From an optimization exercise on the open Yosys and OpenROAD flow, aimed at small area; shortcuts taken in it are not production practice.
Function was checked by simulation only, so behaviour that the tests miss may differ from the original.

==> flow/flow/run.sh <==
#!/bin/bash
# Standard ORFS layout (the standard.sh) with these changes:
#  - after the standard synthesis, its combinational logic is re-mapped for
#    area by yosys/abc (reopt.sh); registers, their names and cells stay
#  - combinational cells set to their smallest size after floorplan, so the
#    later repair steps size up only what needs it (downsize.tcl)
#  - port buffers of the smallest buffer cell
#  - clock tree of clkbuf_16 in clusters of up to 22 without dummy loads
# Logs: synth.log, reopt.log, standard.log here, and orfs/logs.
set -e
export POST_FLOORPLAN_TCL=$PWD/flow/downsize.tcl
export BUFFER_PORTS_ARGS="-buffer_cell sky130_fd_sc_hd__buf_1"
export CTS_ARGS="-sink_clustering_enable -repair_clock_nets -dont_use_dummy_load -buf_list {sky130_fd_sc_hd__clkbuf_16} -sink_clustering_size 22 -sink_clustering_max_diameter 120"
bash standard.sh synth > synth.log 2>&1
R=$PWD/orfs/results/sky130hd/scaler_top/base
cp $R/1_2_yosys.v $PWD/std_1_2_yosys.v
bash flow/reopt.sh $PWD/std_1_2_yosys.v $R/1_2_yosys.v $PWD/reopt_stat.txt > reopt.log 2>&1
rm -f $R/1_synth.odb
bash standard.sh > standard.log 2>&1
==> flow/flow/area.abc <==
strash
&get -n
&deepsyn -T 60
&put
dch -f
amap -F 5 -A 5
topo
==> flow/flow/downsize.tcl <==
# Swap every combinational cell to the smallest drive strength of the same
# function; later repair steps (repair_design, repair_timing) resize what
# slew, capacitance or timing needs.
set db [ord::get_db]
set block [ord::get_db_block]
set dont_use [split $::env(DONT_USE_CELLS)]
set n 0
foreach inst [$block getInsts] {
  set m [[$inst getMaster] getName]
  if {![regexp {^sky130_fd_sc_hd__([a-z0-9]+)_([0-9]+)$} $m -> fn sz]} { continue }
  if {[regexp {^(df|edf|sdf|dl|clk|tap|fill|decap|conb|diode|probe|lpflow)} $fn]} { continue }
  foreach s {0 1 2} {
    if {$s >= $sz} { break }
    set cand "sky130_fd_sc_hd__${fn}_${s}"
    if {[lsearch -exact $dont_use $cand] >= 0} { continue }
    set nm [$db findMaster $cand]
    if {$nm eq "NULL" || $nm eq ""} { continue }
    if {[$inst swapMaster $nm]} { incr n }
    break
  }
}
puts "downsize: swapped $n instances"
==> flow/flow/reopt.sh <==
#!/bin/bash
# usage: reopt.sh IN.v OUT.v STAT.txt  (run from the flow work folder)
set -euo pipefail
D=$(cd "$(dirname "$0")" && pwd)
LIB=$FLOW_HOME/platforms/sky130hd/lib/sky130_fd_sc_hd__tt_025C_1v80.lib
DU=$(sed -n '/^export DONT_USE_CELLS/,/^$/p' $FLOW_HOME/platforms/sky130hd/config.mk | grep -oE 'sky130_fd_sc_hd__[a-z0-9_]+' | sed 's/^/-dont_use /' | tr '\n' ' ')
KEEP=$(grep -oE 'sky130_fd_sc_hd__(df|edf|sdf|dl|conb)[a-z0-9_]*' "$1" | sort -u | tr '\n' ' ')
sed -e "s#@LIB@#$LIB#g" -e "s#@IN@#$1#" -e "s#@OUT@#$2#" -e "s#@STAT@#$3#" -e "s#@KEEP@#$KEEP#" \
    -e "s#@DONTUSE@#$DU#" -e "s#@ABCSCRIPT@#$D/area.abc#" $D/reopt.ys.in > reopt.ys
yosys -s reopt.ys
==> flow/flow/reopt.ys.in <==
# Re-map the combinational logic of the standard synthesis netlist for area.
# Registers (and their names and cell types) are kept as they are.
read_liberty -ignore_miss_func @LIB@
read_verilog -defer @IN@
hierarchy -top scaler_top
setattr -mod -set keep_hierarchy 1 @KEEP@
flatten
opt_clean
abc -liberty @LIB@ @DONTUSE@ -script @ABCSCRIPT@
opt_clean -purge
hilomap -singleton -hicell sky130_fd_sc_hd__conb_1 HI -locell sky130_fd_sc_hd__conb_1 LO
splitnets
opt_clean -purge
select scaler_top
tee -o @STAT@ stat -liberty @LIB@
check
write_verilog -noattr -nohex -nodec -selected @OUT@
==> flow/standard.sh <==
#!/bin/bash
# synth_recipe.tcl (not shown) runs the flow's synth.tcl, then flattens the netlist and writes it again
# the make line also repeats each setting of config.mk as NAME=value (left out here)
make -C /OpenROAD-flow-scripts/flow DESIGN_CONFIG=/design/flow/config.mk WORK_HOME=/design/flow/orfs CLKGATE_MAP_FILE= SYNTH_SCRIPT=/design/flow/synth_recipe.tcl "${@:-finish}"
==> flow/config.mk <==
export PLATFORM = sky130hd
export DESIGN_NAME = scaler_top
export DESIGN_NICKNAME = scaler_top
export VERILOG_FILES = /design/flow/design.v
export SDC_FILE = /design/flow/constraint.sdc
export NUM_CORES = 4
export LEC_CHECK = 0
export ABC_AREA = 1
export CAP_MARGIN = 20
export CORE_MARGIN = 2
export CORE_UTILIZATION = 60
export SLEW_MARGIN = 20
==> flow/constraint.sdc <==
create_clock -name core_clock -period 20.0 [get_ports {clk}]
set_input_delay 4.0000 -clock core_clock [delete_from_list [all_inputs] [get_ports {clk}]]
set_output_delay 4.0000 -clock core_clock [all_outputs]
set_load 0.01 [all_outputs]
==> flow/design.v <==
module scaler_chan (
    input  logic       clk,
    input  logic       m_third,
    input  logic [9:0] i_pix,
    input  logic       ws,
    input  logic       ws_t,
    input  logic       step,
    input  logic       w1,
    input  logic       w2,
    input  logic       w4,
    input  logic       s_id,
    input  logic       s_sh1,
    input  logic       s_sh2,
    input  logic       s_d3,
    input  logic       s_d6,
    input  logic       s_d9,
    output logic [9:0] o_pix
);
    logic [13:0] acc;
    logic [10:0] ff [0:15];
    logic [10:0] fn [0:15];
    logic        fx;
    always_comb begin
        fn[0] = acc[10:0];
        for (int k = 1; k < 16; k++) fn[k] = ff[k-1];
        if (m_third) begin
            fn[11][0] = fx;
            fn[11][1] = ff[15][0];
            fn[11][2] = acc[12];
            fn[11][3] = ff[15][2];
            fn[11][4] = ff[15][3];
            fn[12][4] = acc[13];
            fn[11][5] = ff[15][4];
            fn[11][6] = ff[15][5];
        end
    end
    always_ff @(posedge clk) begin
        if (step) begin
            fx <= acc[11];
            for (int k = 0; k < 16; k++) ff[k] <= fn[k];
        end
    end
    wire [13:0] t3 = {ff[12][6], ff[11][4], ff[15][1], ff[10]};
    wire [13:0] t2 = {3'b000, ff[15]};
    wire        ws_t3 = ws_t && m_third;
    wire        ws_t2 = ws_t && !m_third;
    wire [13:0] base = ({14{ws_t3}} & t3) | ({14{ws_t2}} & t2) | ({14{!ws}} & acc);
    wire [13:0] wp   = {2'b00, ({10{w1}} & i_pix)} |
                       {1'b0, ({10{w2}} & i_pix), 1'b0} |
                       {({10{w4}} & i_pix), 2'b00};
    logic [14:0] c;
    logic [13:0] acc_n;
    always_comb begin
        c[0] = 1'b0;
        for (int i = 0; i < 14; i++) begin
            acc_n[i] = base[i] ^ wp[i] ^ c[i];
            c[i+1]   = (base[i] & wp[i]) | ((base[i] ^ wp[i]) & c[i]);
        end
    end
    always_ff @(posedge clk) acc <= acc_n;
    wire [13:0] h = {ff[12][4], ff[11][2], fx, ff[0]};
    logic [11:0] d3;
    logic [9:0]  d9;
    logic        r1, r0, n1, n0;
    always_comb begin
        r1 = 1'b0; r0 = 1'b0;
        d3 = '0;
        for (int i = 13; i >= 0; i--) begin
            if (i < 12) d3[i] = r1 | (r0 & h[i]);
            n1 = h[i] ? r1 : r0;
            n0 = h[i] ? ~(r1 | r0) : r1;
            r1 = n1; r0 = n0;
        end
        r1 = 1'b0; r0 = 1'b0;
        d9 = '0;
        for (int i = 11; i >= 0; i--) begin
            if (i < 10) d9[i] = r1 | (r0 & d3[i]);
            n1 = d3[i] ? r1 : r0;
            n0 = d3[i] ? ~(r1 | r0) : r1;
            r1 = n1; r0 = n0;
        end
    end
    assign o_pix = ({10{s_id}}  & h[9:0])   |
                   ({10{s_sh1}} & h[10:1])  |
                   ({10{s_sh2}} & h[11:2])  |
                   ({10{s_d3}}  & d3[9:0])  |
                   ({10{s_d6}}  & d3[10:1]) |
                   ({10{s_d9}}  & d9);
endmodule
`timescale 1ns / 1ps
module scaler_top #(
    parameter int VSW   = 2,
    parameter int VBP   = 2,
    parameter int VACT  = 11,
    parameter int VFP   = 2,
    parameter int HSW   = 4,
    parameter int HBP   = 8,
    parameter int HACT  = 31,
    parameter int HFP   = 8,
    parameter int ADDR_WIDTH     = 5,
    parameter int RGB_WIDTH      = 10,
    parameter int RAM_DATA_WIDTH = 30,
    parameter int VSYNC_POL      = 0,
    parameter int HSYNC_POL      = 0
)(
    input  logic                   clk,
    input  logic                   rstn,
    input  logic [1:0]             i_mode,
    input  logic [1:0]             i_method,
    input  logic                   i_vsync,
    input  logic                   i_hsync,
    input  logic                   i_de,
    input  logic [RGB_WIDTH-1:0]   i_r_data,
    input  logic [RGB_WIDTH-1:0]   i_g_data,
    input  logic [RGB_WIDTH-1:0]   i_b_data,
    output logic                   o_vsync,
    output logic                   o_hsync,
    output logic                   o_de_scaled,
    output logic [RGB_WIDTH-1:0]   o_r_scaled,
    output logic [RGB_WIDTH-1:0]   o_g_scaled,
    output logic [RGB_WIDTH-1:0]   o_b_scaled
);
    wire m_byp   = (i_mode == 2'b00);
    wire m_half  = (i_mode == 2'b01);
    wire m_third = (i_mode == 2'b10);
    wire avg     = i_method[0];
    wire m_cross = m_third && (i_method == 2'b10);
    wire samp    = (i_mode == 2'b01) ? !i_method[0] : (i_method == 2'b00);
    logic [4:0] lc;
    logic [5:0] hc;
    logic [1:0] m3;
    logic       first;    
    always_ff @(posedge clk or negedge rstn) begin
        if (!rstn) begin
            lc    <= 5'd17;
            hc    <= 6'd0;
            m3    <= 2'd0;
            first <= 1'b1;
        end else if (lc == 5'd17) begin
            if (i_vsync) begin
                lc <= 5'd0;
                hc <= 6'd1;
                m3 <= 2'd1;
            end
        end else begin
            if (hc == 6'd50) begin
                hc <= 6'd0;
                lc <= lc + 5'd1;
            end else begin
                hc <= hc + 6'd1;
            end
            m3 <= (m3 == 2'd2) ? 2'd0 : m3 + 2'd1;
            if (lc == 5'd16) first <= 1'b0;
        end
    end
    wire inx   = (hc >= 6'd12) && (hc <= 6'd42);    
    wire x30   = (hc == 6'd42);
    wire x33   = (hc == 6'd45);
    wire row10 = (lc == 5'd14);
    wire row11 = (lc == 5'd15);
    wire r0    = (lc == 5'd4) || (lc == 5'd7) || (lc == 5'd10) || (lc == 5'd13);
    wire r1    = (lc == 5'd5) || (lc == 5'd8) || (lc == 5'd11) || (lc == 5'd14);
    wire r2    = (lc == 5'd6) || (lc == 5'd9) || (lc == 5'd12);
    wire ws    = m_byp || (inx && (m_half ? !hc[0] : (m3 == 2'd0)));
    wire step  = ws || x33;
    wire use_t = m_half ? lc[0] : (m_third && !r0);
    wire ws_t  = ws && use_t;
    wire w1 = m_byp
            || (m_half && avg && !x30)
            || (m_half && !avg && !lc[0] && !hc[0])
            || (m_cross && r1 && !x30 && (m3 != 2'd1))
            || (m_cross && !r1 && (x30 || (m3 == 2'd1)))
            || (m_third && avg && !row10)
            || (m_third && samp && r0 && (m3 == 2'd0));
    wire w2 = (m_half && avg && x30)
            || (m_cross && r1 && !x30 && (m3 == 2'd1))
            || (m_third && avg && row10);
    wire w4 = m_cross && r1 && x30;
    logic vs_d, hs_d, de_d;
    logic vs_n, hs_n, de_n;
    always_comb begin
        vs_n = 1'b0; hs_n = 1'b0; de_n = 1'b0;
        if (m_byp) begin
            vs_n = vs_d; hs_n = hs_d; de_n = de_d;
        end else if (m_half) begin
            vs_n = ((lc == 5'd1) && (hc >= 6'd3)) || (lc == 5'd2) || ((lc == 5'd3) && (hc <= 6'd2));
            hs_n = (lc <= 5'd16) && (hc >= 6'd3) && (hc <= 6'd6) && ((lc != 5'd0) || ((hc == 6'd3) && !first));
            de_n = lc[0] && (lc >= 5'd5) && (lc <= 5'd15) && (hc >= 6'd15) && (hc <= 6'd45) && hc[0];
        end else if (m_third) begin
            vs_n = ((lc == 5'd1) && (hc >= 6'd4)) || (lc == 5'd2) || ((lc == 5'd3) && (hc <= 6'd3));
            hs_n = (lc <= 5'd16) && (hc >= 6'd4) && (hc <= 6'd7) && ((lc != 5'd0) || ((hc == 6'd4) && !first));
            de_n = ((r2 && (hc <= 6'd46)) || (row11 && (hc <= 6'd43))) && (hc >= 6'd16) && (m3 == 2'd1);
        end
    end
    always_ff @(posedge clk or negedge rstn) begin
        if (!rstn) begin
            vs_d <= 1'b0; hs_d <= 1'b0; de_d <= 1'b0;
            o_vsync <= 1'b0; o_hsync <= 1'b0; o_de_scaled <= 1'b0;
        end else begin
            vs_d <= i_vsync; hs_d <= i_hsync; de_d <= i_de;
            o_vsync <= vs_n; o_hsync <= hs_n; o_de_scaled <= de_n;
        end
    end
    wire s_id  = o_de_scaled && (m_byp || samp);
    wire s_sh2 = o_de_scaled && m_half && avg && !row11;
    wire s_sh1 = o_de_scaled && m_half && avg && row11;
    wire s_d3  = o_de_scaled && m_third && avg && (hc == 6'd47);
    wire s_d9  = o_de_scaled && m_third && avg && (hc != 6'd47);
    wire s_d6  = o_de_scaled && m_cross;
    scaler_chan u_r (.clk(clk), .m_third(m_third), .i_pix(i_r_data), .ws(ws), .ws_t(ws_t), .step(step),
                     .w1(w1), .w2(w2), .w4(w4), .s_id(s_id), .s_sh1(s_sh1), .s_sh2(s_sh2),
                     .s_d3(s_d3), .s_d6(s_d6), .s_d9(s_d9), .o_pix(o_r_scaled));
    scaler_chan u_g (.clk(clk), .m_third(m_third), .i_pix(i_g_data), .ws(ws), .ws_t(ws_t), .step(step),
                     .w1(w1), .w2(w2), .w4(w4), .s_id(s_id), .s_sh1(s_sh1), .s_sh2(s_sh2),
                     .s_d3(s_d3), .s_d6(s_d6), .s_d9(s_d9), .o_pix(o_g_scaled));
    scaler_chan u_b (.clk(clk), .m_third(m_third), .i_pix(i_b_data), .ws(ws), .ws_t(ws_t), .step(step),
                     .w1(w1), .w2(w2), .w4(w4), .s_id(s_id), .s_sh1(s_sh1), .s_sh2(s_sh2),
                     .s_d3(s_d3), .s_d6(s_d6), .s_d9(s_d9), .o_pix(o_b_scaled));
endmodule
==> results of run 1 <==
-- state kept, by name (all words and copies together), names as in the netlist, 2 cells and up --
signal and cells:
hc 6, u_r.acc 14, u_g.acc 14, lc 5
u_b.ff 176, u_r.ff 176, u_g.ff 176, m3 2
u_b.acc 14
-- worst max path at each step --
stage                     slack, ns                     end  cells past startpoint
after floorplan                2.06  u_b.ff[0][0]$_DFFE_PP_                      7
after global placement         9.22           o_b_scaled[3]                     14
after detailed placement       9.21           o_b_scaled[3]                     14
after CTS                      9.08           o_b_scaled[0]                     31
after global routing           8.30           o_b_scaled[0]                     31
final                          9.04           o_b_scaled[0]                     31
-- per-stage QoR --
stage          hold slack (ns)  utilization, %  cell area, um^2
2_1_floorplan           0.4003               -            22350
6_report                0.4058           66.02            24170
5_1_grt                 0.4161           66.02            24170
3_3_place_gp            0.4001           63.89            23390
4_1_cts                 0.4086           65.94            24140
3_5_place_dp            0.4045           63.89            23390
-- cells in the final DEF, fill, tap and decap left out, drive strengths merged, types with 2 or more instances in the layout --
| cell type | n |
|---|---|
| a21oi | 65 |
| a21o | 25 |
| a31oi | 10 |
| a22oi | 16 |
| nor2b | 4 |
| a311oi | 2 |
| and3 | 2 |
| clkinv | 109 |
| o22a | 26 |
| dfrtp | 17 |
| clkbuf | 30 |
| a222oi | 75 |
| o21a | 20 |
| edfxtp | 531 |
| nand2 | 96 |
| nor3 | 16 |
| or2 | 5 |
| a22o | 10 |
| nor4 | 2 |
| o21bai | 6 |
| a32oi | 3 |
| o32ai | 2 |
| a221oi | 16 |
| nand4 | 3 |
| o2111ai | 3 |
| o211ai | 8 |
| nand3 | 4 |
| nor2 | 169 |
| a211oi | 2 |
| o221ai | 33 |
| dfstp | 3 |
| buf | 89 |
| o21ai | 100 |
| o22ai | 52 |
| o31ai | 4 |
| dfxtp | 42 |
| a21boi | 3 |
-- final cells by class --
cell class,count,area [um^2],share of cell area [%]
sequential,593,17290,71.54
timing repair buffer,89,446.7,1.848
tap,468,585.6,2.423
multi-input combinational,785,4687,19.39
inverter,109,409.1,1.693
clock buffer,30,750.7,3.106
-- per-layer routing --
layer / track usage (%) / vias up / part of all wire (%)
li1: - / 6205 / -
met4: 7.157 / 2 / 2.8
met3: 3.611 / 75 / 7.6
met1: 34.44 / 6419 / 45
met2: 33.90 / 504 / 45
met5: 0 / - / 0.025
==> summary.md, run 1 <==
| Metric | Value |
|---|---|
| Layout cells sized above 1 | `3.674%` |
| R2R depth | `37` |
| Total Routing Usage GR | `22.58%` |
| Die Height | `197.0 um` |
| Final hold violation count | `0` |
| WL final | `44.10 mm` |
| Antenna violation net count after detailed routing | `0` |
| H-tree depth | `1` |
| Max incr delay on CP | `0.58 ns` |
| Final Wtd Congestion | `0.8771` |
| Final setup fails | `0` |
| Core area | `0.03661 mm^2` |
| DR pass1 iterations | `6` |
| CTS tree | `built` |
| Initial antenna violation count | `1` |
| Mapped Area | `0.02235 mm^2` |
| Top delay family on crit path | `compound AO/OA/AOI/OAI gates` |
| Setup tns final | `0 ns` |
| Via count | `13,210` |
| Clock Pin Slew Worst Setup and Hold Paths | `0.09 ns` |
| Worst path bufs/invs | `6` |
| WP data required | `16.00 ns` |
| Yosys warns | `4` |
| Hold_buf cts | `0` |
| 1st-iter DRT viols | `1,572` |
| Die area | `0.03880 mm^2` |
| Clock buffer count from CTS | `30` |
| Vias per inst | `6.367` |
| Worst EP arrival | `6.96 ns` |
| Crit. End Element | `primary output` |
| CP startpoint kind | `register` |
| GR Overflow Total | `0` |
| Largest net degree at the start of global routing | `222` |
| Port Buffer Count | `71` |
| Global-route wire length before repair | `66.68 mm` |
| N_diodes | `0` |
| Syn avg cell area | `15.03 um^2` |
| Unrepaired setup endpoints after global routing | `no` |
| Layout area overhead | `8.158%` |
| Worst reg2reg startpoint | `lc[0]$_DFFE_PN1P_` |
| Status | `no timing/DRC/antenna violations` |
| Final Max Slew Viols | `0` |
| FMAX | `0.09121 GHz` |
| Clk Tree Root Cell | `clkbuf_16` |
| Slew headroom | `25.61%` |
| Worst hold path type | `register to register` |
| Peak fanout along the critical path | `5` |
| Hold_sp | `u_g.ff[7][4]$_DFFE_PP_` |
| Critical path's slowest cell | `o21ai_0` |
| Slew @ Worst Pin | `1.116 ns` |
| DRC violations left | `0` |
| Period utilisation layout | `54.82%` |
| Layout Cells excl Fill | `2,074` |
| Latest clock arrival within the worst-skew pair | `0.60 ns` |
| Gates resized, CTS repair | `0` |
| Place WS | `9.206 ns` |
| End of the worst hold path | `u_g.ff[8][4]$_DFFE_PP_` |
| R2R setup slack | `13.09 ns` |
| Crit path from | `u_b.ff[12][4]$_DFFE_PP_` |
| Synthesized Nets | `1,526` |
| Max-cap violation count | `0` |
| Fillers | `2,627` |
| Final worst setup slack | `9.036 ns` |
| Syn Inst Count | `1,487` |
| Vias in the first global route | `12,090` |
| # placed instances | `2,043` |
| Clk buf depth | `3` |
| Wirelength per Cell | `21.26 um` |
| Worst Hold Depth | `0` |
| Die W | `197.0 um` |
| # IOs | `72` |
| Clock sinks | `593` |
| FP Rows | `70` |
| Min cycle time layout | `10.96 ns` |
| Crit path kind | `register to primary output` |
| Reg2Reg Capture Point | `u_r.acc[13]$_DFF_P_` |
| Hpwl dp | `27.63 mm` |
| Starting Density | `61.04%` |
| Setup Fix Bufs, Post-CTS | `0` |
| Most frequent CP cell | `a21oi_1` |
| Post-layout net count | `1,647` |
| Clock Skew | `0.02817 ns` |
==> run 2, diff against run 1 <==
--- a/flow/flow/run.sh
+++ b/flow/flow/run.sh
@@ -5,12 +5,12 @@
 #  - combinational cells set to their smallest size after floorplan, so the
 #    later repair steps size up only what needs it (downsize.tcl)
 #  - port buffers of the smallest buffer cell
-#  - clock tree of clkbuf_16 in clusters of up to 22 without dummy loads
+#  - clock tree of clkbuf_16 in clusters of up to 28 without dummy loads
 # Logs: synth.log, reopt.log, standard.log here, and orfs/logs.
 set -e
 export POST_FLOORPLAN_TCL=$PWD/flow/downsize.tcl
 export BUFFER_PORTS_ARGS="-buffer_cell sky130_fd_sc_hd__buf_1"
-export CTS_ARGS="-sink_clustering_enable -repair_clock_nets -dont_use_dummy_load -buf_list {sky130_fd_sc_hd__clkbuf_16} -sink_clustering_size 22 -sink_clustering_max_diameter 120"
+export CTS_ARGS="-sink_clustering_enable -repair_clock_nets -dont_use_dummy_load -buf_list {sky130_fd_sc_hd__clkbuf_16} -sink_clustering_size 28 -sink_clustering_max_diameter 150"
 bash standard.sh synth > synth.log 2>&1
 R=$PWD/orfs/results/sky130hd/scaler_top/base
 cp $R/1_2_yosys.v $PWD/std_1_2_yosys.v
==> flow/flow/area.abc (replaced) <==
strash
dch -f
amap -F 5 -A 5
strash
dch -f
amap -F 5 -A 5
strash
dch -f
amap -F 5 -A 5
topo
==> summary.md, run 2 <==
| Metric | Value |
|---|---|
| Reg2Reg Capture Point | `u_r.acc[13]$_DFF_P_` |
| Worst path cell trace | `buf_1 > clkinv_1 > nand2_1 > buf_4 > clkinv_1 > nand2_1 > nor2_1 > clkinv_1 > nor2_1 > buf_4 > clkinv_1 > o21ai_0 > o311ai_0 > o211ai_1 > buf_1` |
| Status | `no timing/DRC/antenna violations` |
| CP startpoint kind | `input pin` |
| Starting Density | `60.57% (-0.47 points)` |
| CTS tree | `built` |
| Clk buf depth | `3 (unchanged)` |
| GR Layer Usage met2 | `33.85% (-0.043 points)` |
| Leading cell type in the layout, fill and taps excluded | `edfxtp_1` |
| DRC violations left | `0 (unchanged)` |
| Gates resized, CTS repair | `0 (unchanged)` |
| Final Wtd Congestion | `0.9146 (+4.3%)` |
| Via count | `13,510 (+2.3%)` |
| Wirelength per Cell | `20.58 um (-3.2%)` |
| FMAX | `0.08362 GHz (-8.3%)` |
| WL final | `45.10 mm (+2.3%)` |
| Die W | `198.3 um (+0.67%)` |
| FP Rows | `71 (+1.4%)` |
| # IOs | `72 (unchanged)` |
| Most frequent cells in the layout | `edfxtp_1, nor2_1, clkinv_1` |
| Yosys warns | `4 (unchanged)` |
| Met1 GRT Util | `34.20% (-0.24 points)` |
| Largest net degree at the start of global routing | `194 (-13%)` |
| Peak fanout along the critical path | `24 (+19)` |
| Initial antenna violation count | `0 (-1)` |
| Largest regs | `u_b.ff x176, u_g.ff x176, u_r.ff x176` |
| Hold_buf cts | `0 (unchanged)` |
| Layout area overhead | `7.634%` |
| Crit path kind | `input pin to primary output` |
| Clk Tree Root Cell | `clkbuf_16` |
| Core area | `0.03740 mm^2 (+2.2%)` |
| Final setup fails | `0 (unchanged)` |
| Slew headroom | `28.00% (+2.4 points)` |
| Critical path's slowest cell | `nor2_1` |
| Most frequent CP cell | `clkinv_1` |
| Final hold slack | `0.3615 ns (-0.04431 ns)` |
| DR pass1 iterations | `8 (+2)` |
| Antenna violation net count after detailed routing | `0 (unchanged)` |
| Min cycle time layout | `11.96 ns (+0.9949 ns)` |
| Crit. End Element | `primary output` |
| Mapped Area | `0.02265 mm^2 (+1.4%)` |
| Fillers | `2,701 (+2.8%)` |
| Period utilisation layout | `59.80% (+5.0 points)` |
| 1st-iter DRT viols | `1,896 (+21%)` |
| Vias per inst | `6.166 (-3.2%)` |
| Setup Fix Bufs, Post-CTS | `0 (unchanged)` |
| Total Routing Usage GR | `22.35% (-0.24 points)` |
| Worst Setup EP | `o_b_scaled[5]` |
| Final Max Slew Viols | `0 (unchanged)` |
| Worst reg2reg startpoint | `hc[1]$_DFFE_PN0P_` |
| GR Overflow Total | `0 (unchanged)` |
| Worst EP arrival | `7.96 ns (+1.00 ns)` |
| Busiest layer in global routing | `met1` |
| Max-cap violation count | `0 (unchanged)` |
| Clock sinks | `593 (unchanged)` |
| R2R setup slack | `13.68 ns (+0.59 ns)` |
| H-tree depth | `1 (unchanged)` |
| Clock Pin Slew Worst Setup and Hold Paths | `0.10 ns (about the same)` |
| Die Height | `198.3 um (+0.67%)` |
| Post-layout net count | `1,721 (+4.5%)` |
| Max incr delay on CP | `0.69 ns (+0.11 ns)` |
| Unrepaired setup endpoints after global routing | `no` |
| N_diodes | `0 (unchanged)` |
| Met3 usage in global routing | `3.219% (-0.39 points)` |
| WP data required | `16.00 ns (about the same)` |
| Syn Inst Count | `1,565 (+5.2%)` |
| Global-route wire length before repair | `66.38 mm (-0.45%)` |
| Worst hold path type | `register to register` |
| Die area | `0.03932 mm^2 (+1.3%)` |
| Setup tns final | `0 ns (unchanged)` |
| Vias in the first global route | `11,990 (-0.84%)` |
| R2R depth | `31 (-16%)` |
| Layout cells sized above 1 | `3.274% (-0.40 points)` |
| Crit path from | `i_mode[0]` |
| Synthesized Nets | `1,604 (+5.1%)` |
| Hpwl dp | `28.95 mm (+4.8%)` |
| Syn avg cell area | `14.47 um^2 (-3.7%)` |
| Port Buffer Count | `71 (unchanged)` |
| Latest clock arrival within the worst-skew pair | `0.58 ns (-0.02 ns)` |
| Clock Skew | `0.06338 ns (+0.03522 ns)` |
| Slew @ Worst Pin | `1.080 ns (-0.03576 ns)` |
| Final hold violation count | `0 (unchanged)` |
| Fin util | `65.19% (-0.83 points)` |
| Clock buffer count from CTS | `25 (-17%)` |
==> run 2: worst min-delay path by stage <==
stage / from / to / slack, ns / depth (start not counted)
2_1_floorplan: u_b.ff[9][0]$_DFFE_PP_ / u_b.ff[10][0]$_DFFE_PP_ / 0.40 / 0
3_3_place_gp: u_b.ff[1][9]$_DFFE_PP_ / u_b.ff[2][9]$_DFFE_PP_ / 0.40 / 0
3_5_place_dp: u_b.ff[11][10]$_DFFE_PP_ / u_b.ff[12][10]$_DFFE_PP_ / 0.40 / 0
4_1_cts: u_r.ff[4][3]$_DFFE_PP_ / u_r.ff[5][3]$_DFFE_PP_ / 0.36 / 0
5_1_grt: u_r.ff[4][3]$_DFFE_PP_ / u_r.ff[5][3]$_DFFE_PP_ / 0.36 / 0
6_report: u_r.ff[4][3]$_DFFE_PP_ / u_r.ff[5][3]$_DFFE_PP_ / 0.36 / 0
==> run 2: through the flow <==
step	std cells	setup slack [ns]	cell area [um^2]
after floorplan	1565	5.492	22670
after global placement	2166	8.163	23750
after detailed placement	2166	8.077	23750
after CTS	2191	8.070	24380
after global routing	2191	7.805	24380
final	2191	8.041	24380
==> run 2: area by class of cell <==
cell class	instances	area (um^2)	area share (%)
Clock buffer	25	625.6	2.566
Tap cell	511	639.4	2.622
Multi-Input combinational cell	843	4915	20.16
Timing Repair Buffer	90	426.7	1.750
Inverter	129	484.2	1.986
Sequential cell	593	17290	70.92
==> run 2: critical path, delay by kind of cell <==
| kind | cells | cell delay (ns) |
|---|---|---|
| and+or+nand+nor | 4 | 1.28 |
| AOI/OAI and AO/OA | 3 | 0.65 |
| buffers and inverters | 8 | 2.01 |
==> run 2: metal layers <==
metal  vias up  wire length [um]
met2       474             20140
met4         0              1185
met3        81              3171
li1       6398                 -
met1      6556             20590
met5         -                 0
==> run 3, diff against run 2 <==
==> flow/flow/area.abc (replaced) <==
strash
&get -n
&deepsyn -T 60
&put
dch -f
amap -F 5 -A 5
topo
==> summary.md, run 3 <==
| Metric | Value |
|---|---|
| Via count | `13,200 (-2.3%)` |
| Clock Skew | `0.06895 ns (+0.005573 ns)` |
| Clock sinks | `593 (unchanged)` |
| Mapped Area | `0.02235 mm^2 (-1.3%)` |
| GR Overflow Total | `0 (unchanged)` |
| Hpwl dp | `27.63 mm (-4.6%)` |
| Setup Fix Bufs, Post-CTS | `0 (unchanged)` |
| Antenna violation net count after detailed routing | `0 (unchanged)` |
| N_diodes | `0 (unchanged)` |
| R2R depth | `37 (+19%)` |
| Clk Tree Root Cell | `clkbuf_16` |
| Wirelength per Cell | `21.14 um (+2.7%)` |
| R2R setup slack | `13.13 ns (-0.55 ns)` |
| Clock buffer count from CTS | `25 (unchanged)` |
| Layout area overhead | `7.598% (about the same)` |
| Hold_sp | `vs_d$_DFF_PN0_` |
| CTS tree | `built` |
| Worst EP arrival | `6.96 ns (-1.00 ns)` |
| End of the worst hold path | `o_vsync$_DFF_PN0_` |
| Max-cap violation count | `0 (unchanged)` |
| 1st-iter DRT viols | `1,582 (-17%)` |
| DR pass1 iterations | `8 (unchanged)` |
| Latest clock arrival within the worst-skew pair | `0.58 ns (about the same)` |
| Setup tns final | `0 ns (unchanged)` |
| H-tree depth | `1 (unchanged)` |
| Critical path's slowest cell | `o21ai_0` |
| Crit. End Element | `primary output` |
| FP Rows | `70 (-1.4%)` |
| Hold_buf cts | `0 (unchanged)` |
| Unrepaired setup endpoints after global routing | `no` |
| WL final | `43.74 mm (-3.0%)` |
| Worst reg2reg startpoint | `lc[0]$_DFFE_PN1P_` |
| Leading cell type in the layout, fill and taps excluded | `edfxtp_1` |
| Global-route wire length before repair | `66.47 mm (+0.14%)` |
| DRC violations left | `0 (unchanged)` |
| Die area | `0.03880 mm^2 (-1.3%)` |
| Core area | `0.03661 mm^2 (-2.1%)` |
| Final Max Slew Viols | `0 (unchanged)` |
| Yosys warns | `4 (unchanged)` |
| Die Height | `197.0 um (-0.66%)` |
| Post-layout net count | `1,642 (-4.6%)` |
| Starting Density | `61.04% (+0.47 points)` |
| Status | `no timing/DRC/antenna violations` |
| Crit path kind | `register to primary output` |
| Slew headroom | `23.93% (-4.1 points)` |
| Clock Pin Slew Worst Setup and Hold Paths | `0.11 ns (about the same)` |
| FF/Latch Area | `0.01729 mm^2 (unchanged)` |
| Final Wtd Congestion | `0.8771 (-4.1%)` |
| # IOs | `72 (unchanged)` |
| Largest net degree at the start of global routing | `222 (+14%)` |
| CP startpoint kind | `register` |
| Min cycle time layout | `10.96 ns (-1.000 ns)` |
| Layout Cells excl Fill | `2,069 (-5.6%)` |
| Area occupied by multi-input gates | `0.004687 mm^2 (-4.6%)` |
| Largest regs | `u_b.ff x176, u_g.ff x176, u_r.ff x176` |
| Final setup fails | `0 (unchanged)` |
| Worst Hold Depth | `2 (+2)` |
| Initial antenna violation count | `1 (+1)` |
| Peak fanout along the critical path | `5 (-79%)` |
| Final hold violation count | `0 (unchanged)` |
| Layout cells sized above 1 | `3.373% (+0.099 points)` |
| Synthesized Nets | `1,526 (-4.9%)` |
| Vias in the first global route | `12,030 (+0.34%)` |
| Syn avg cell area | `15.03 um^2 (+3.8%)` |
| Gates resized, CTS repair | `0 (unchanged)` |
| WP data required | `16.00 ns (about the same)` |
| Clk buf depth | `3 (unchanged)` |
| Total Routing Usage GR | `22.48% (+0.14 points)` |
| Worst hold path type | `register to register` |
| Port Buffer Count | `71 (unchanged)` |
| Most frequent CP cell | `a21oi_1` |
| Most frequent cells in the layout | `edfxtp_1, nor2_1, clkinv_1` |
| Max incr delay on CP | `0.56 ns (-0.13 ns)` |
| Reg2Reg Capture Point | `u_r.acc[13]$_DFF_P_` |
| Period utilisation layout | `54.79% (-5.0 points)` |
| Fillers | `2,636 (-2.4%)` |
| FMAX | `0.09125 GHz (+9.1%)` |
| Vias per inst | `6.381 (+3.5%)` |
| Syn Inst Count | `1,487 (-5.0%)` |
| Slew @ Worst Pin | `1.141 ns (+0.06100 ns)` |
| Die W | `197.0 um (-0.66%)` |
| # placed instances | `2,043 (-5.7%)` |
==> run 3: worst max-delay path: cells and delay by family (launching register included) <==
kind	cells	cell delay, ns
AOI/OAI and AO/OA	20	4.50
buffers and inverters	6	0.97
DFF	1	0.38
and+or+nand+nor	5	0.55
==> run 3: how the worst max path moves through the flow <==
| stage | from | end | slack [ns] |
|---|---|---|---|
| 2_1_floorplan | i_mode[0] | u_b.ff[0][0]$_DFFE_PP_ | 2.06 |
| 3_3_place_gp | i_mode[0] | o_b_scaled[3] | 9.22 |
| 3_5_place_dp | i_mode[0] | o_b_scaled[3] | 9.21 |
| 4_1_cts | u_b.ff[12][4]$_DFFE_PP_ | o_b_scaled[0] | 9.08 |
| 5_1_grt | u_b.ff[12][4]$_DFFE_PP_ | o_b_scaled[0] | 8.30 |
| 6_report | u_b.ff[12][4]$_DFFE_PP_ | o_b_scaled[0] | 9.04 |
==> run 3: routing by layer <==
layer | GRT usage [%] | vias to the layer above | share of wire [%]
met5 | 0 | - | 0.030
met4 | 8.716 | 2 | 3.3
met3 | 2.995 | 92 | 7.3
met2 | 33.25 | 490 | 44
met1 | 34.46 | 6433 | 45
li1 | - | 6185 | -
==> run 3: cell type report <==
cell class	count	share of cell area [%]
clock buffer	25	2.602
sequential	593	71.91
inverter	109	1.702
tap	468	2.435
timing repair buffer	89	1.858
multi-input combinational	785	19.49
==> run 3: per-stage QoR <==
stage | hold slack [ns] | setup WS [ns] | cell area (um^2) | util [%]
after global placement | 0.4001 | 9.225 | 23390 | 63.89
final | 0.3871 | 9.041 | 24040 | 65.68
after detailed placement | 0.4045 | 9.206 | 23390 | 63.89
after floorplan | 0.4003 | 2.058 | 22350 | -
after CTS | 0.3976 | 9.084 | 24020 | 65.60
after global routing | 0.4270 | 8.302 | 24040 | 65.68
==> run 4, diff against run 3 <==
--- a/flow/config.mk
+++ b/flow/config.mk
@@ -8,5 +8,5 @@
 export ABC_AREA = 1
 export CAP_MARGIN = 20
 export CORE_MARGIN = 2
-export CORE_UTILIZATION = 60
+export CORE_UTILIZATION = 75
 export SLEW_MARGIN = 20
==> summary.md, run 4 <==
| Metric | Value |
|---|---|
| Antenna violation net count after detailed routing | `0 (unchanged)` |
| Synthesized Nets | `1,526 (unchanged)` |
| Final Wtd Congestion | `0.8674 (-1.1%)` |
| Largest net degree at the start of global routing | `199 (-10%)` |
| Worst reg2reg startpoint | `hc[2]$_DFFE_PN0P_` |
| Vias in the first global route | `13,920 (+16%)` |
| Mapped Area | `0.02235 mm^2 (unchanged)` |
| Core area | `0.02948 mm^2 (-19%)` |
| R2R depth | `34 (-8.1%)` |
| Largest regs | `u_b.ff x176, u_g.ff x176, u_r.ff x176` |
| Unrepaired setup endpoints after global routing | `no` |
| Clock Skew | `0.07226 ns (+0.003304 ns)` |
| Setup Fix Bufs, Post-CTS | `0 (unchanged)` |
| Hpwl dp | `31.58 mm (+14%)` |
| Critical path's slowest cell | `clkinv_1` |
| Clock sinks | `593 (unchanged)` |
| N_diodes | `0 (unchanged)` |
| R2R setup slack | `12.54 ns (-0.59 ns)` |
| Worst path cell trace | `buf_1 > nand2_2 > inv_2 > nand3_1 > buf_4 > nor2_1 > clkinv_1 > o221ai_1 > buf_1` |
| Crit path kind | `input pin to primary output` |
| Latest clock arrival within the worst-skew pair | `0.59 ns (about the same)` |
| DR pass1 iterations | `10 (+2)` |
| Crit path from | `i_mode[1]` |
| Final hold violation count | `0 (unchanged)` |
| # IOs | `72 (unchanged)` |
| DRC violations left | `0 (unchanged)` |
| Hold_buf cts | `0 (unchanged)` |
| Final Max Slew Viols | `0 (unchanged)` |
| CP startpoint kind | `input pin` |
| Clk buf depth | `3 (unchanged)` |
| Status | `no timing/DRC/antenna violations` |
| Slew headroom | `28.55% (+4.6 points)` |
| Die area | `0.03119 mm^2 (-20%)` |
| Setup tns final | `0 ns (unchanged)` |
| Port Buffer Count | `71 (unchanged)` |
| Most frequent cells in the layout | `edfxtp_1, nor2_1, clkinv_1` |
| Gates resized, CTS repair | `0 (unchanged)` |
| Final setup fails | `0 (unchanged)` |
| Syn avg cell area | `15.03 um^2 (unchanged)` |
| WP data required | `16.00 ns (about the same)` |
| Wirelength per Cell | `27.55 um (+30%)` |
| FMAX | `0.08245 GHz (-9.6%)` |
| GR Overflow Total | `0 (unchanged)` |
| Min cycle time layout | `12.13 ns (+1.169 ns)` |
| Worst Setup EP | `o_r_scaled[8]` |
| Leading cell type in the layout, fill and taps excluded | `edfxtp_1` |
| Worst EP arrival | `8.13 ns (+1.17 ns)` |
| Vias per inst | `7.438 (+17%)` |
| Slew @ Worst Pin | `1.072 ns (-0.06926 ns)` |
| Syn Inst Count | `1,487 (unchanged)` |
| Period utilisation layout | `60.64% (+5.8 points)` |
| Clock Pin Slew Worst Setup and Hold Paths | `0.11 ns (about the same)` |
| Layout cells sized above 1 | `3.504% (+0.13 points)` |
| Post-layout net count | `1,639 (-0.18%)` |
| Clk Tree Root Cell | `clkbuf_16` |
| Clock buffer count from CTS | `25 (unchanged)` |
| Peak fanout along the critical path | `36 (+31)` |
| Worst hold path type | `register to register` |
| Total Routing Usage GR | `34.76% (+12 points)` |
| Max-cap violation count | `0 (unchanged)` |
| Yosys warns | `4 (unchanged)` |
| WL final | `54.77 mm (+25%)` |
| Layout area overhead | `7.038%` |
| Global-route wire length before repair | `80.82 mm (+22%)` |
| CTS tree | `built` |
| Most frequent CP cell | `buf_1` |
| Die Height | `176.6 um (-10%)` |
| FP Rows | `63 (-10%)` |
| Fin util | `81.13% (+15 points)` |
| Die W | `176.6 um (-10%)` |
| 1st-iter DRT viols | `2,978 (+88%)` |
| Starting Density | `75.80% (+15 points)` |
| Crit. End Element | `primary output` |
| Initial antenna violation count | `1 (unchanged)` |
| Reg2Reg Capture Point | `u_b.acc[13]$_DFF_P_` |
| Via count | `14,790 (+12%)` |
| Max incr delay on CP | `0.95 ns (+0.39 ns)` |
| H-tree depth | `1 (unchanged)` |
## run 4: cell type report
class                           count  area (um^2)
Multi-Input combinational cell    785         4690
Sequential cell                   593        17290
Inverter                          109        409.1
Clock buffer                       25        625.6
Fill cell                        1486         5562
Timing Repair Buffer               86        416.7
Tap cell                          390        488.0
## run 4: worst max-delay path: cells and delay by family
| family | cells | cell delay (ns) |
|---|---|---|
| AOI/OAI and AO/OA | 1 | 0.70 |
| and+or+nand+nor | 3 | 1.05 |
| buffers and inverters | 5 | 2.31 |
## run 4: worst min path at each step
stage | startpoint | to | slack [ns] | cells past startpoint
6_report | u_g.ff[7][4]$_DFFE_PP_ | u_g.ff[8][4]$_DFFE_PP_ | 0.41 | 0
5_1_grt | u_r.ff[13][4]$_DFFE_PP_ | u_r.ff[14][4]$_DFFE_PP_ | 0.43 | 0
4_1_cts | u_r.ff[13][4]$_DFFE_PP_ | u_r.ff[14][4]$_DFFE_PP_ | 0.41 | 0
3_5_place_dp | u_b.ff[13][9]$_DFFE_PP_ | u_b.ff[14][9]$_DFFE_PP_ | 0.40 | 0
3_3_place_gp | u_b.ff[14][0]$_DFFE_PP_ | u_b.ff[15][0]$_DFFE_PP_ | 0.40 | 0
2_1_floorplan | u_b.ff[9][0]$_DFFE_PP_ | u_b.ff[10][0]$_DFFE_PP_ | 0.40 | 0
## run 4: metal layers
layer  track usage (%)  vias up  wire length [um]
met3             5.992      318              6950
li1                  -     6171                 -
met4             16.80        0              3331
met5                 0        -                 0
met2             54.18     1411             25400
met1             48.88     6886             19090
## run 4: stage by stage
| step | worst slack [ns] | cell area, um^2 | hold WS, ns | cells |
|---|---|---|---|---|
| 2_1_floorplan | 2.058 | 22350 | 0.4003 | 1487 |
| 4_1_cts | 7.419 | 23880 | 0.4145 | 1987 |
| 3_5_place_dp | 7.287 | 23260 | 0.4045 | 1962 |
| 5_1_grt | 7.723 | 23920 | 0.4268 | 1988 |
| 3_3_place_gp | 7.774 | 23260 | 0.4003 | 1962 |
| 6_report | 7.872 | 23920 | 0.4097 | 1988 |

## afterwards: timing with drivers on the ports
No port has a modelled driver above. Below, the same layouts with a new extraction and two added sets of constraints.
Step 1, drivers: a clkbuf_16 drives clk and a buf_2 each remaining input, both assumed.
Step 2 also shifts input and output timing later by t, the mid clock arrival at the registers, as if the neighbouring blocks saw the same clock.
Three values: ideal ports, drivers, drivers and shift; two values: the first two.
run | t (ns) | setup WS [ns] | hold slack, ns
run 1 | 0.640 | 9.036 / 8.980 / 9.189 | 0.406 / 0.406 / 0.406
run 2 | 0.611 | 8.041 / 8.018 / 8.018 | 0.362 / 0.362 / 0.362
run 3 | 0.601 | 9.041 / 8.987 / 9.150 | 0.387 / 0.387 / 0.387
run 4 | 0.606 | 7.872 / 7.848 / 7.848 | 0.410 / 0.410 / 0.410
After both steps setup and hold are still met in every run listed. The setup slack of run 4, which loses most, moves by -0.024 ns with the drivers and by -0.024 ns with both steps.
